From an optimization exercise on the open Yosys and OpenROAD flow, aimed at small area, a short achievable clock period and few clock cycles; shortcuts taken in it are not production practice. At most, simulation tests tie the RTL to the original design; equivalence was not proved. Power figures rest on the tool's default switching activity, not on a simulated workload.

==> module cpu, before the edit <==
module cpu(
           input        clk,
           input        reset,
           input        prog_we,     
           input  [3:0] prog_addr,   
           input  [7:0] prog_data,   
           output [7:0] out,
           output       out_valid,   
           output       halt_o);     
   reg [127:0] mem;
   reg [7:0]  ir;       
   reg [3:0]  pc;       
   reg [7:0]  opr;      
   reg        e_ld;     
   reg        e_ar;     
   reg        e_sub;
   reg        e_sta;    
   reg        e_out;
   reg [7:0]  a;
   reg        c, z;
   reg [7:0]  oreg;
   reg        ovalid;
   reg        halted;
   wire [7:0] ax = a ^ {8{e_sub}};
   wire [7:0] g = ax & opr;
   wire [7:0] p = ax | opr;
   wire [8:0] cy;
   genvar ci, cj;
   generate
      for (ci = 0; ci <= 8; ci = ci + 1) begin : cla
         if (ci == 0) begin : c0
            assign cy[0] = 1'b0;
         end else begin : cn
            wire [ci-1:0] t;
            for (cj = 0; cj < ci; cj = cj + 1) begin : term
               if (cj == ci - 1) begin : last
                  assign t[cj] = g[cj];
               end else begin : mid
                  assign t[cj] = g[cj] & (&p[ci-1:cj+1]);
               end
            end
            assign cy[ci] = |t;
         end
      end
   endgenerate
   wire [8:0] sx = {cy[8], ax ^ opr ^ cy[7:0]};
   wire [7:0] res = sx[7:0] ^ {8{e_sub}};
   wire       c_new = sx[8];
   wire [7:0] kin = {a[6:0] | opr[6:0], 1'b0};
   wire       z_new = e_sub ? (a == opr) : &(~(a ^ opr ^ kin));
   wire       c_f = e_ar ? c_new : c;
   wire       z_f = e_ar ? z_new : z;
   function [7:0] ram_rd(input [127:0] m, input [3:0] ad);
      integer k;
      begin
         ram_rd = 8'd0;
         for (k = 0; k < 16; k = k + 1)
           ram_rd = ram_rd | (m[k*8 +: 8] & {8{ad == k}});
      end
   endfunction
   wire [3:0] op = ir[7:4];
   wire [3:0] n  = ir[3:0];
   wire d_lda = (op == 4'h1);
   wire d_add = (op == 4'h2);
   wire d_sub = (op == 4'h3);
   wire d_sta = (op == 4'h4);
   wire d_ldi = (op == 4'h5);
   wire d_jmp = (op == 4'h6);
   wire d_jc  = (op == 4'h7);
   wire d_jz  = (op == 4'h8);
   wire d_out = (op == 4'he);
   wire d_hlt = (op == 4'hf);
   wire hold  = d_hlt | (op >= 4'h9 && op <= 4'hd);
   wire [7:0] rd_n = (e_sta && opr[3:0] == n) ? a : ram_rd(mem, n);
   wire [7:0] rd_p = (e_sta && opr[3:0] == pc) ? a : ram_rd(mem, pc);
   wire taken = d_jmp | (d_jc & c_f) | (d_jz & z_f);
   wire [3:0] n_inc  = {n[3] ^ (&n[2:0]), n[2] ^ (&n[1:0]), n[1] ^ n[0], ~n[0]};
   wire [3:0] pc_inc = {pc[3] ^ (&pc[2:0]), pc[2] ^ (&pc[1:0]), pc[1] ^ pc[0], ~pc[0]};
   wire stall = d_sta && (n == pc);
   always @(posedge clk) begin
      if (reset) begin
         ir <= 8'h00;
         pc <= 4'd0;
      end else if (!hold) begin
         if (stall) begin
            ir <= 8'h00;
         end else if (taken) begin
            ir <= rd_n;
            pc <= n_inc;
         end else begin
            ir <= rd_p;
            pc <= pc_inc;
         end
      end
   end
   always @(posedge clk) begin
      if (reset) begin
         e_ld  <= 1'b0;
         e_ar  <= 1'b0;
         e_sub <= 1'b0;
         e_sta <= 1'b0;
         e_out <= 1'b0;
      end else begin
         e_ld  <= d_lda | d_ldi;
         e_ar  <= d_add | d_sub;
         e_sub <= d_sub;
         e_sta <= d_sta;
         e_out <= d_out;
      end
      opr <= (d_ldi | d_sta) ? {4'b0, n} : rd_n;
   end
   always @(posedge clk) begin
      if (reset) begin
         a <= 8'd0;
         c <= 1'b0;
         z <= 1'b0;
         oreg <= 8'd0;
         ovalid <= 1'b0;
         halted <= 1'b0;
      end else begin
         if (e_ld)
           a <= opr;
         else if (e_ar)
           a <= res;
         if (e_ar) begin
            c <= c_new;
            z <= z_new;
         end
         if (e_out)
           oreg <= a;
         ovalid <= e_out;
         if (d_hlt)
           halted <= 1'b1;
      end
   end
   wire       we    = reset ? prog_we : e_sta;
   wire [3:0] waddr = reset ? prog_addr : opr[3:0];
   wire [7:0] wdata = reset ? prog_data : a;
   genvar i;
   generate
      for (i = 0; i < 16; i = i + 1) begin : ram
         always @(posedge clk)
           if (we && waddr == i)
             mem[i*8 +: 8] <= wdata;
      end
   endgenerate
   assign out = oreg;
   assign out_valid = ovalid;
   assign halt_o = halted;
endmodule
export LEC_CHECK = 0
export CAP_MARGIN = 20
export CORE_MARGIN = 2
export CORE_UTILIZATION = 40
export CTS_BUF_LIST = sky130_fd_sc_hd__clkbuf_4 sky130_fd_sc_hd__clkbuf_8
export SETUP_SLACK_MARGIN = 2.2
export SLEW_MARGIN = 20
export TNS_END_PERCENT = 5
create_clock -name core_clock -period 4.5 [get_ports {clk}]
standard.sh (not shown) runs the stock make flow with config.mk's settings and CLKGATE_MAP_FILE= SYNTH_SCRIPT=/design/flow/synth_recipe.tcl, a recipe that flattens the netlist after the stock synthesis.
==> flow/flow/run.sh <==
#!/bin/bash
# Standard layout (standard synthesis unchanged), with two ORFS settings changed:
# - port buffers are sky130_fd_sc_hd__buf_2 instead of the default choice
#   (a slow delay cell), every port still gets its buffer;
# - the resizer may change a gate's size to one with another footprint.
set -euo pipefail
bash standard.sh MATCH_CELL_FOOTPRINT=0 "BUFFER_PORTS_ARGS=-buffer_cell sky130_fd_sc_hd__buf_2" finish > make_finish.log 2>&1
Testbench counts at the start, summed over its fixed seeds: cycles 34,401.
Next try:
--- a/flow/design.v
+++ b/flow/design.v
@@ -70,32 +70,26 @@
    wire d_jz  = (op == 4'h8);
    wire d_out = (op == 4'he);
    wire d_hlt = (op == 4'hf);
    wire hold  = d_hlt | (op >= 4'h9 && op <= 4'hd);
-   wire [7:0] rd_n = (e_sta && opr[3:0] == n) ? a : ram_rd(mem, n);
-   wire [7:0] rd_p = (e_sta && opr[3:0] == pc) ? a : ram_rd(mem, pc);
+   wire uses_n = d_lda | d_add | d_sub | d_jmp | d_jc | d_jz;
+   wire hz_n   = e_sta & (opr[3:0] == n) & uses_n;
+   wire hz_p   = e_sta & (opr[3:0] == pc);
+   wire st_p   = d_sta & (n == pc);
+   wire [7:0] rd_n = ram_rd(mem, n);
+   wire [7:0] rd_p = ram_rd(mem, pc);
    wire taken = d_jmp | (d_jc & c_f) | (d_jz & z_f);
    wire [3:0] n_inc  = {n[3] ^ (&n[2:0]), n[2] ^ (&n[1:0]), n[1] ^ n[0], ~n[0]};
    wire [3:0] pc_inc = {pc[3] ^ (&pc[2:0]), pc[2] ^ (&pc[1:0]), pc[1] ^ pc[0], ~pc[0]};
-   wire stall = d_sta && (n == pc);
+   wire       jump   = taken & ~reset & ~hz_n;
+   wire [7:0] ir_seq = reset ? 8'h00 : (hold | hz_n) ? ir : (st_p | hz_p) ? 8'h00 : rd_p;
+   wire [3:0] pc_seq = reset ? 4'd0 : (hold | hz_n | st_p | hz_p) ? pc : pc_inc;
    always @(posedge clk) begin
-      if (reset) begin
-         ir <= 8'h00;
-         pc <= 4'd0;
-      end else if (!hold) begin
-         if (stall) begin
-            ir <= 8'h00;
-         end else if (taken) begin
-            ir <= rd_n;
-            pc <= n_inc;
-         end else begin
-            ir <= rd_p;
-            pc <= pc_inc;
-         end
-      end
+      ir <= jump ? rd_n : ir_seq;
+      pc <= jump ? n_inc : pc_seq;
    end
    always @(posedge clk) begin
-      if (reset) begin
+      if (reset || hz_n) begin
          e_ld  <= 1'b0;
          e_ar  <= 1'b0;
          e_sub <= 1'b0;
          e_sta <= 1'b0;
Outcome: Synthesized cell count came out lower by a few percent; area after synthesis came out lower slightly; final cell count came out lower slightly; count of clock-buffer cells in the layout stays the same; routed wire length came out lower by a few percent; die area came out lower slightly; worst hold slack hardly moves; final area came out higher by a few percent; first-iteration DRC count came out lower by a quarter to a third; clock skew stays flat; total power came out higher by a few percent; sequential power stays flat; sequential share of layout area stays flat; fmax came out higher by a few percent.
Testbench counts after the change, summed over its fixed seeds: cycles 34,429.

The RTL this note starts from:
==> flow/design.v <==
module cpu(
           input        clk,
           input        reset,
           input        prog_we,     
           input  [3:0] prog_addr,   
           input  [7:0] prog_data,   
           output [7:0] out,
           output       out_valid,   
           output       halt_o);     
   reg [7:0]  mem [0:15];
   reg [7:0]  ir;       
   reg [3:0]  pc;       
   reg [7:0]  opr;      
   reg        e_ld;     
   reg        e_ar;     
   reg        e_sub;
   reg        e_sta;    
   reg        e_out;
   reg        e_hlt;
   reg [7:0]  a;
   reg        c, z;
   reg [7:0]  oreg;
   reg        ovalid;
   reg        halted;
   wire [8:0] sum = {1'b0, a} + {1'b0, opr} + {8'b0, e_sub};
   wire       c_new = sum[8] ^ e_sub;
   wire [7:0] kin = {a[6:0] | opr[6:0], e_sub};
   wire       z_new = &(~(a ^ opr ^ kin));
   wire       c_f = e_ar ? c_new : c;
   wire       z_f = e_ar ? z_new : z;
   wire [3:0] op = ir[7:4];
   wire [3:0] n  = ir[3:0];
   wire d_lda = (op == 4'h1);
   wire d_add = (op == 4'h2);
   wire d_sub = (op == 4'h3);
   wire d_sta = (op == 4'h4);
   wire d_ldi = (op == 4'h5);
   wire d_jmp = (op == 4'h6);
   wire d_jc  = (op == 4'h7);
   wire d_jz  = (op == 4'h8);
   wire d_out = (op == 4'he);
   wire d_hlt = (op == 4'hf);
   wire hold  = d_hlt | (op >= 4'h9 && op <= 4'hd);
   wire [7:0] rd_n = (e_sta && opr[3:0] == n) ? a : mem[n];
   wire [7:0] rd_p = (e_sta && opr[3:0] == pc) ? a : mem[pc];
   wire taken = d_jmp | (d_jc & c_f) | (d_jz & z_f);
   wire [3:0] n_inc  = n + 4'd1;
   wire [3:0] pc_inc = pc + 4'd1;
   wire stall = d_sta && (n == pc);
   always @(posedge clk) begin
      if (reset) begin
         ir <= 8'h00;
         pc <= 4'd0;
      end else if (!hold) begin
         if (stall) begin
            ir <= 8'h00;
         end else if (taken) begin
            ir <= rd_n;
            pc <= n_inc;
         end else begin
            ir <= rd_p;
            pc <= pc_inc;
         end
      end
   end
   always @(posedge clk) begin
      if (reset) begin
         e_ld  <= 1'b0;
         e_ar  <= 1'b0;
         e_sub <= 1'b0;
         e_sta <= 1'b0;
         e_out <= 1'b0;
         e_hlt <= 1'b0;
      end else begin
         e_ld  <= d_lda | d_ldi;
         e_ar  <= d_add | d_sub;
         e_sub <= d_sub;
         e_sta <= d_sta;
         e_out <= d_out;
         e_hlt <= d_hlt;
      end
      opr <= (d_ldi | d_sta) ? {4'b0, n} : (d_sub ? ~rd_n : rd_n);
   end
   always @(posedge clk) begin
      if (reset) begin
         a <= 8'd0;
         c <= 1'b0;
         z <= 1'b0;
         oreg <= 8'd0;
         ovalid <= 1'b0;
         halted <= 1'b0;
      end else begin
         if (e_ld)
           a <= opr;
         else if (e_ar)
           a <= sum[7:0];
         if (e_ar) begin
            c <= c_new;
            z <= z_new;
         end
         if (e_out)
           oreg <= a;
         ovalid <= e_out;
         if (e_hlt)
           halted <= 1'b1;
      end
   end
   wire       we    = reset ? prog_we : e_sta;
   wire [3:0] waddr = reset ? prog_addr : opr[3:0];
   wire [7:0] wdata = reset ? prog_data : a;
   always @(posedge clk)
     if (we)
       mem[waddr] <= wdata;
   assign out = oreg;
   assign out_valid = ovalid;
   assign halt_o = halted;
endmodule
make LEC_CHECK=0 CAP_MARGIN=20 CORE_MARGIN=2 CORE_UTILIZATION=40 SLEW_MARGIN=20 finish   # period 4.5 ns
run.sh (not shown) runs the stock make flow with config.mk's settings and CLKGATE_MAP_FILE= SYNTH_SCRIPT=/design/flow/synth_recipe.tcl, a recipe that flattens the netlist after the stock synthesis.
Stock flow here: none of the scripts above is used.
Next try:
--- a/flow/design.v
+++ b/flow/design.v
@@ -44,8 +44,6 @@
    wire [7:0] rd_n = (e_sta && opr[3:0] == n) ? a : mem[n];
    wire [7:0] rd_p = (e_sta && opr[3:0] == pc) ? a : mem[pc];
    wire taken = d_jmp | (d_jc & c_f) | (d_jz & z_f);
-   wire [3:0] n_inc  = n + 4'd1;
-   wire [3:0] pc_inc = pc + 4'd1;
    wire stall = d_sta && (n == pc);
    always @(posedge clk) begin
       if (reset) begin
@@ -56,10 +54,10 @@
             ir <= 8'h00;
          end else if (taken) begin
             ir <= rd_n;
-            pc <= n_inc;
+            pc <= n + 4'd1;
          end else begin
             ir <= rd_p;
-            pc <= pc_inc;
+            pc <= pc + 4'd1;
          end
       end
    end
Effect:
- worst setup slack gets worse by 0.049 ns
- power is about the same
- global-route usage shrinks by 0.73 points
- via count falls slightly
- flip-flop and latch count stays the same
- design area does not change
- utilization stays the same
- synthesized cell count is unchanged
Testbench counts after the change, summed over its fixed seeds: cycles 34,497.
The RTL of the first run of this note was laid out without a check of its function.

-- port drivers added, routing unchanged --
Ports are ideal in the flow. The routed layouts listed here were re-timed in OpenROAD. Step 1, drivers: a clkbuf_16 drives clk and a buf_2 each remaining input, both assumed. Step 2 also shifts input and output timing later by t, the mid clock arrival at the registers, as if the neighbouring blocks saw the same clock. a / b / c = ideal / step 1 / step 2; a / b = the first two.
| run | t (ns) | setup WS [ns] | worst setup path after step 2 | latest minus earliest clock arrival (ns) |
|---|---|---|---|---|
| the first run of note 1 | 0.530 | 2.028 / 2.028 / 1.609 | input to register | 0.021 / 0.021 |
| the second run of note 1 | 0.508 | 2.107 / 2.107 / 1.691 | input to register | 0.020 / 0.019 |
| the first run of note 2 | 0.482 | 0.780 / 0.780 / 0.780 | register to register | 0.014 / 0.014 |
| the second run of note 2 | 0.478 | 0.731 / 0.731 / 0.731 | register to register | 0.019 / 0.018 |
After both steps every run listed still meets setup and hold. For the first run of note 1, which loses most, drivers alone change the setup slack by 0.000 ns; drivers and shift together by -0.419 ns.
